Background: an optimization exercise with open tools, aiming at small area, a short achievable clock period and few clock cycles per item. Do not read the settings as production practice.
The RTL was checked by simulation tests, not by an equivalence proof against the original design.
Power is estimated from default activity; no workload was simulated.

`flow/design.v`:
```
`timescale 1ns / 1ps
module restoringDividerFinal (
    input  logic        clk,          
    input  logic        rst,          
    input  logic        start,        
    input  logic        toggle,       
    input  logic        push,         
    input  logic [15:0] user_input,   
    output logic        valid,        
    output logic [6:0]  seg,          
    output logic [7:0]  an,           
    output logic [15:0] quotient,     
    output logic [15:0] remainder     
);
    typedef enum logic {
        IDLE,          
        DIVIDE         
    } state_t;
    state_t current_state, next_state;
    logic [31:0] combined_reg, next_combined_reg;
    logic [31:0] shifted_reg;
    logic [16:0] temp_diff;           
    logic [4:0] iteration_count, next_iteration_count;
    logic next_valid;
    assign remainder = combined_reg[31:16];
    assign quotient  = combined_reg[15:0];
    logic [15:0] divisor; 
    logic [15:0] dividend;
    always_ff@(posedge clk or posedge rst) begin
        if (rst) begin                           
            divisor <= 16'd0;
            dividend <= 16'd0;
        end else if (push) begin                
            if (toggle) begin                   
                divisor <= user_input;
            end else begin
                dividend <= user_input;
            end        
        end
    end
    always_ff @(posedge clk or posedge rst) begin
        if (rst) begin                                   
            combined_reg     <= 32'd0;
            current_state    <= IDLE;
            iteration_count  <= 5'd0;
            valid            <= 1'b0;
        end else begin                                   
            combined_reg     <= next_combined_reg;       
            current_state    <= next_state;              
            iteration_count  <= next_iteration_count;    
            valid            <= next_valid;              
        end
    end
    always_comb begin
        next_state           = current_state;
        next_combined_reg    = combined_reg;  
        next_iteration_count = iteration_count;
        next_valid           = 1'b0;
        shifted_reg          = combined_reg << 1;
        temp_diff            = {combined_reg[31], shifted_reg[31:16]} - {1'b0, divisor};
        case (current_state)
            IDLE: begin
                next_iteration_count = 5'd0;
                if (start) begin
                    if (divisor == 16'd0) begin                  
                        next_state        = IDLE;
                        next_combined_reg = {dividend, 16'd0};   
                        next_valid        = 1'b1;                
                    end else begin
                        next_state        = DIVIDE;              
                        next_combined_reg = {16'd0, dividend};   
                    end
                end else begin
                    next_state        = IDLE;                    
                    next_combined_reg = 32'd0;                   
                end
            end
            DIVIDE: begin                                       
                if (temp_diff[16]) begin
                    next_combined_reg = {shifted_reg[31:16], shifted_reg[15:1], 1'b0};
                end else begin
                    next_combined_reg = {temp_diff[15:0], shifted_reg[15:1], 1'b1};
                end
                next_iteration_count = iteration_count + 1;
                if (iteration_count == 5'd15) begin   
                    next_state = IDLE;
                    next_valid = 1'b1;
                end else begin
                    next_state = DIVIDE;
                    next_valid = 1'b0;
                end
            end
        endcase
    end
    sevenSegController disp (
        .clk(clk),
        .rst(rst),
        .remainder(remainder),
        .quotient(quotient),
        .seg(seg),
        .an(an),
        .valid(valid)
    );
endmodule
module sevenSegController (
    input  logic clk,
    input  logic rst,
    input  logic valid,
    input  logic [15:0] remainder,
    input  logic [15:0] quotient,
    output logic [6:0] seg,
    output logic [7:0] an
);
    logic clk_100Hz;
    logic scan_tick;    
    logic [3:0] digit;
    logic [2:0] active_sel;
    logic [16:0] clk_div_count;
    logic [3:0] r_digit0,r_digit1,r_digit2,r_digit3;  
    logic [3:0] q_digit0,q_digit1,q_digit2,q_digit3;  
        always_ff@(posedge clk or posedge rst) begin
                if(rst) begin   
                        r_digit0 <= 4'h0;  
                        r_digit1 <= 4'h0;
                        r_digit2 <= 4'h0;
                        r_digit3 <= 4'h0;  
                        q_digit0 <= 4'h0;  
                        q_digit1 <= 4'h0;
                        q_digit2 <= 4'h0;
                        q_digit3 <= 4'h0;
                end else if (valid) begin   
                        r_digit3 <= remainder[15:12];   
                        r_digit2 <= remainder[11:8];
                        r_digit1 <= remainder[7:4];
                        r_digit0 <= remainder[3:0];     
                        q_digit3 <= quotient[15:12];    
                        q_digit2 <= quotient[11:8];
                        q_digit1 <= quotient[7:4];
                        q_digit0 <= quotient[3:0];      
                end
        end
        always_ff @(posedge clk or posedge rst) begin 
            if (rst) begin
                clk_div_count <= 0;
                clk_100Hz <= 0;
            end else if (clk_div_count == 10) begin
                clk_div_count <= 0;
                clk_100Hz <= ~clk_100Hz;
            end else begin
                clk_div_count <= clk_div_count + 1;
            end
        end
        assign scan_tick = (clk_div_count == 10) && !clk_100Hz;
        always_ff @(posedge clk or posedge rst) begin
            if (rst) begin
                active_sel <= 0;
            end else if (scan_tick) begin
                active_sel <= active_sel + 1;
            end
        end
    always_comb begin
        case (active_sel)
            3'd0: begin an = 8'b11111110; digit = r_digit0; end
            3'd1: begin an = 8'b11111101; digit = r_digit1; end
            3'd2: begin an = 8'b11111011; digit = r_digit2; end
            3'd3: begin an = 8'b11110111; digit = r_digit3; end
            3'd4: begin an = 8'b11101111; digit = q_digit0; end
            3'd5: begin an = 8'b11011111; digit = q_digit1; end
            3'd6: begin an = 8'b10111111; digit = q_digit2; end
            3'd7: begin an = 8'b01111111; digit = q_digit3; end
        endcase
        case (digit)
            4'h0: seg = 7'b1000000;
            4'h1: seg = 7'b1111001;
            4'h2: seg = 7'b0100100;
            4'h3: seg = 7'b0110000;
            4'h4: seg = 7'b0011001;
            4'h5: seg = 7'b0010010;
            4'h6: seg = 7'b0000010;
            4'h7: seg = 7'b1111000;
            4'h8: seg = 7'b0000000;
            4'h9: seg = 7'b0011000;
            4'hA: seg = 7'b0001000;   
            4'hB: seg = 7'b0000011;   
            4'hC: seg = 7'b1000110;   
            4'hD: seg = 7'b0100001;   
            4'hE: seg = 7'b0000110;   
            4'hF: seg = 7'b0001110;   
            default: seg = 7'b0111111;  
        endcase
    end
endmodule
```
`flow/run.sh`:
```
#!/bin/bash
# synth_recipe.tcl (not shown) runs the flow's synth.tcl, then flattens the netlist and writes it again
# the make line also repeats each setting of config.mk as NAME=value (left out here)
make -C /OpenROAD-flow-scripts/flow DESIGN_CONFIG=/design/flow/config.mk WORK_HOME=/design/flow/orfs CLKGATE_MAP_FILE= SYNTH_SCRIPT=/design/flow/synth_recipe.tcl finish
```
`flow/config.mk`:
```
export PLATFORM = sky130hd
export DESIGN_NAME = restoringDividerFinal
export DESIGN_NICKNAME = restoringDividerFinal
export VERILOG_FILES = /design/flow/design.v
export SDC_FILE = /design/flow/constraint.sdc
export NUM_CORES = 4
export LEC_CHECK = 0
export CAP_MARGIN = 20
export CORE_MARGIN = 2
export CORE_UTILIZATION = 40
export SLEW_MARGIN = 20
```
`flow/constraint.sdc`:
```
create_clock -name core_clock -period 4.0 [get_ports {clk}]
set_input_delay 0.8000 -clock core_clock [delete_from_list [all_inputs] [get_ports {clk}]]
set_output_delay 0.8000 -clock core_clock [all_outputs]
set_load 0.01 [all_outputs]
```
==> run summary <==
layer usage:
| layer | wire length (um) | vias to the layer above |
|---|---|---|
| met3 | 716 | 20 |
| met2 | 7500 | 147 |
| met1 | 7180 | 2422 |
| met5 | 0 | - |
| met4 | 248 | 0 |
| li1 | - | 2294 |
worst register-to-register path, delay by kind of cell, from the launching register on:
| kind | cells | cell delay [ns] |
|---|---|---|
| buffers and inverters | 2 | 0.34 |
| adders and majority gates | 2 | 0.61 |
| and+or+nand+nor | 1 | 0.20 |
| DFF | 1 | 0.43 |
| muxes | 1 | 0.13 |
| AOI/OAI and AO/OA | 4 | 1.04 |
per-stage QoR:
step,cells,setup slack [ns],hold slack (ns)
3_3_place_gp,858,0.228,0.445
3_5_place_dp,858,0.0554,0.459
6_report,896,0.119,0.471
4_1_cts,892,0.00614,0.473
2_1_floorplan,591,0.719,0.432
5_1_grt,896,-0.00962,0.496
repair_timing:
item,4_1_cts,5_1_grt
hold buffers,0,0
setup endpoints to repair,7,7
setup buffers,2,3
hold endpoints to repair,0,0
pin swaps,2,2
gates resized for setup,10,18
area by class of cell:
type,count,share of cell area (%)
tap,216,3.36
inverter,30,1.45
multi-input combinational,410,39.2
clock buffer,22,5.78
clock inverter,10,1.43
sequential,124,38.6
timing repair buffer,84,10.1
how the worst min path moves through the flow:
stage | slack (ns) | cells past startpoint | startpoint | end
6_report | 0.47 | 1 | disp.clk_100Hz | disp.clk_100Hz
5_1_grt | 0.50 | 1 | iteration_count[0] | iteration_count[0]
4_1_cts | 0.47 | 1 | disp.clk_100Hz | disp.clk_100Hz
3_5_place_dp | 0.46 | 1 | disp.clk_100Hz | disp.clk_100Hz
3_3_place_gp | 0.44 | 1 | iteration_count[0] | iteration_count[0]
2_1_floorplan | 0.43 | 1 | iteration_count[0] | iteration_count[0]
power by group through the flow:
stage          Combinational (W)  Sequential (W)  Clock, W
6_report                 0.00255         0.00202   0.00150
5_1_grt                  0.00281         0.00207   0.00159
4_1_cts                  0.00250         0.00203   0.00153
3_5_place_dp             0.00249         0.00204         0
3_3_place_gp             0.00240         0.00204         0
2_1_floorplan            0.00165         0.00192         0
logic make-up (layout without fill, tap and decap cells):
group	after synthesis	in the layout	share of synthesized area [%]
xor gates and xnor gates	29	29	3.97
muxes	70	70	12.2
buffers and inverters	57	146	3.54
AOI/OAI and AO/OA	118	118	12.9
adders and majority gates	32	32	6.37
DFF	124	124	48.5
and+or+nand+nor	161	161	12.5
cells in the final DEF (no fill, tap or decap), types with 5 or more instances in the layout:
master and instances:
clkbuf_16 17, clkdlybuf4s50_1 61, nand2b_1 8, mux2_2 65
and3_1 7, a22o_1 18, xor2_1 15, xnor2_1 14
a211oi_1 6, a21oi_1 21, inv_1 28, nand4_1 6
o21ai_0 19, buf_4 14, nor2b_1 9, mux2i_1 5
dfrtp_1 124, and2_1 5, o211ai_1 12, nor4_1 8
ha_1 29, nor2_1 20, nand3_1 16, nand2_1 61
==> metrics.md <==
| Metric | Value |
|---|---|
| Outcome | finished clean |
| H-tree lvl count | 4 |
| Via Count | 4883 |
| CTS tree | built |
| Vias in the first global route | 4855 |
| Largest net degree at the start of global routing | 89 |
| Final ANT Viol Nets | 0 |
| Worst path slowest cell | dfrtp_1 |
| Final Setup Violations | 0 |
| Synth unique cells | 55 |
| Crit-path leading delay family | compound AO/OA/AOI/OAI gates |
| Layout area overhead | 25.5% |
| Layout cells sized above 1 | 19.6% |
| Critical Path End | seg[1] |
| Critical path arrival | 3.08 ns |
| Busiest grt layer | met2 |
| Top post-synthesis cells by count | 124 x dfrtp_1, 65 x mux2_2, 61 x nand2_1 |
| Crit path kind | reg -> out |
| Total grt overflow | 0 |
| Period utilization | 97.0% |
| Seq cells post-synth | 124 |
| Comb power frac | 42.0% |
| Die area | 0.0170 sq mm |
| Routed WL per cell | 17.5 um |
| Cell depth of the worst setup path | 12 |
| IO Count | 69 |
| Worst rel slew slack | 45.4% |
| Antenna violations before repair | 0 |
| Crit path launch | disp.active_sel[1] |
| Synthesis Warnings | 2 |
| TNS Setup | 0 ns |
| Final WL | 15600 um |
| Crit Reg-Reg Startpoint | combined_reg[15] |
| DRT iter0 DRCs | 266 |
| Fillers | 1426 |
| Initial cell density of the core | 40.6% |
| Fin util | 51.0% |
| Post-DP Area | 0.00735 sq mm |
| Gate count of the mapped netlist | 591 |
| Switching share of power | 36.3% |
| Final Hold Viols | 0 |
| Sequential fraction of the synthesis area | 48.5% |
| Worst-path clk slew | 0.06 ns |
| Dpl hpwl | 11500 um |
| Async S/R FF share, synth | 100% |
| FMAX | 258 MHz |
| Global-route usage over all layers | 19.1% |
| Worst-Margin Slew | 0.818 ns |
| Leak pwr | 3.63 nW |
| Ant. Diodes | 0 |
| Nature of the critical path endpoint | output port |
| Worst Path Buf+Inv | 4 |
| Worst-skew pair later-pin latency | 0.41 ns |
| Yosys top cell by area | dfrtp_1 |
| Number of vias per cell | 5.45 |
| Register share of total power | 33.3% |
| Final Cell Area | 0.00804 sq mm |
| Setup Skew | 0.0127 ns |
| Clk sinks | 124 |
| Core Area | 0.0158 sq mm |
| Power Dens Cells | 756 mW/mm^2 |
| Post-route DRC | 0 |
| Nets | 720 |
| PnR Total Power | 0.00608 W |
| CP Max Fanout | 8 |
| GPL Wtd Cong | 0.895 |
| Standard-cell rows | 46 |
| Switching power total | 0.00221 W |
| Met3 GRT Util | 4.60% |
| Multi-input gate area | 0.00315 sq mm |
| Max cap viols | 0 |
| Crit path required time | 3.20 ns |
| Clock power share | 24.7% |
| CTS root buf | clkbuf_16 |
| Worst-case vdd ir drop | 0.000403 V |
| FF/Latch Area | 0.00310 sq mm |
| Longest Clk Path Bufs | 2 |
| Pint | 0.00387 W |
| RR Endpoint | combined_reg[16] |
| Final period demand of the worst path | 3.88 ns |
| First-pass GRT wire length | 25000 um |
| CP startpoint kind | flip-flop |
| Max reg flops | 32 |
| Top_reg_cell synth | dfrtp_1 |
| Slew Viols, Final | 0 |
| GR met1 Demand/Resource | 25.4% |
| Largest cells by area after synthesis | dfrtp_1 48%, mux2_2 11%, ha_1 6.1% |
| Height of the die | 131 um |
| Max incr delay on CP | 0.38 ns |
| Syn nets | 644 |
| Syn Area/Cell | 10.8 sq um |
| Die Width | 131 um |
| Hold Path Class | reg -> reg |
| Most frequent cell after synthesis | dfrtp_1 |
| EDFF count, synth | 0 |
| Cell Chain, Critical Path | inv_1 > ha_1 > buf_4 > a22oi_1 > nor2_1 > a31oi_2 > a31oi_4 > buf_4 > ha_1 > mux2_2 > o32ai_1 > buf_2 |
| Worst reg-to-reg path cell count | 10 |
| GR Util met2 | 31.1% |
| R2R setup slack | 1.15 ns |
| Number of port buffers | 68 |
| DR pass1 iterations | 5 |
| Num CTS Buffers | 17 |
| Share of the synthesized area in the top cell type | 48.5% |
| Post-synthesis cell area | 0.00640 sq mm |
Testbench counts, summed over its fixed seeds: cycles 45,600, items 2,400.

-- afterwards: timing with drivers on the ports --
The flow's constraints put no driver on any port. The routed layout listed below was extracted and timed again, unchanged, in two steps.
Step 1, drivers: a clkbuf_16 drives clk and a buf_2 each remaining input, both assumed.
Step 2 adds t to the input delays and takes it off the output delays; t is the mean of the earliest and latest rising clock arrival at the registers after step 1. Input paths then give back, and output paths get back, about the clock's delay inside the block.
a / b / c = ideal ports / drivers / drivers and shift; a / b = the first two.
t, ns: 0.449
setup WS [ns]: 0.119 / 0.079 / 0.527
worst register clock-pin slew, ns: 0.06 / 0.06
worst data-port slew with drivers (ns): 0.03
pins driven straight from the clock port: 1
After both steps this run still meets setup and hold. For this run, drivers alone change the setup slack by -0.040 ns; drivers and shift together by +0.408 ns.
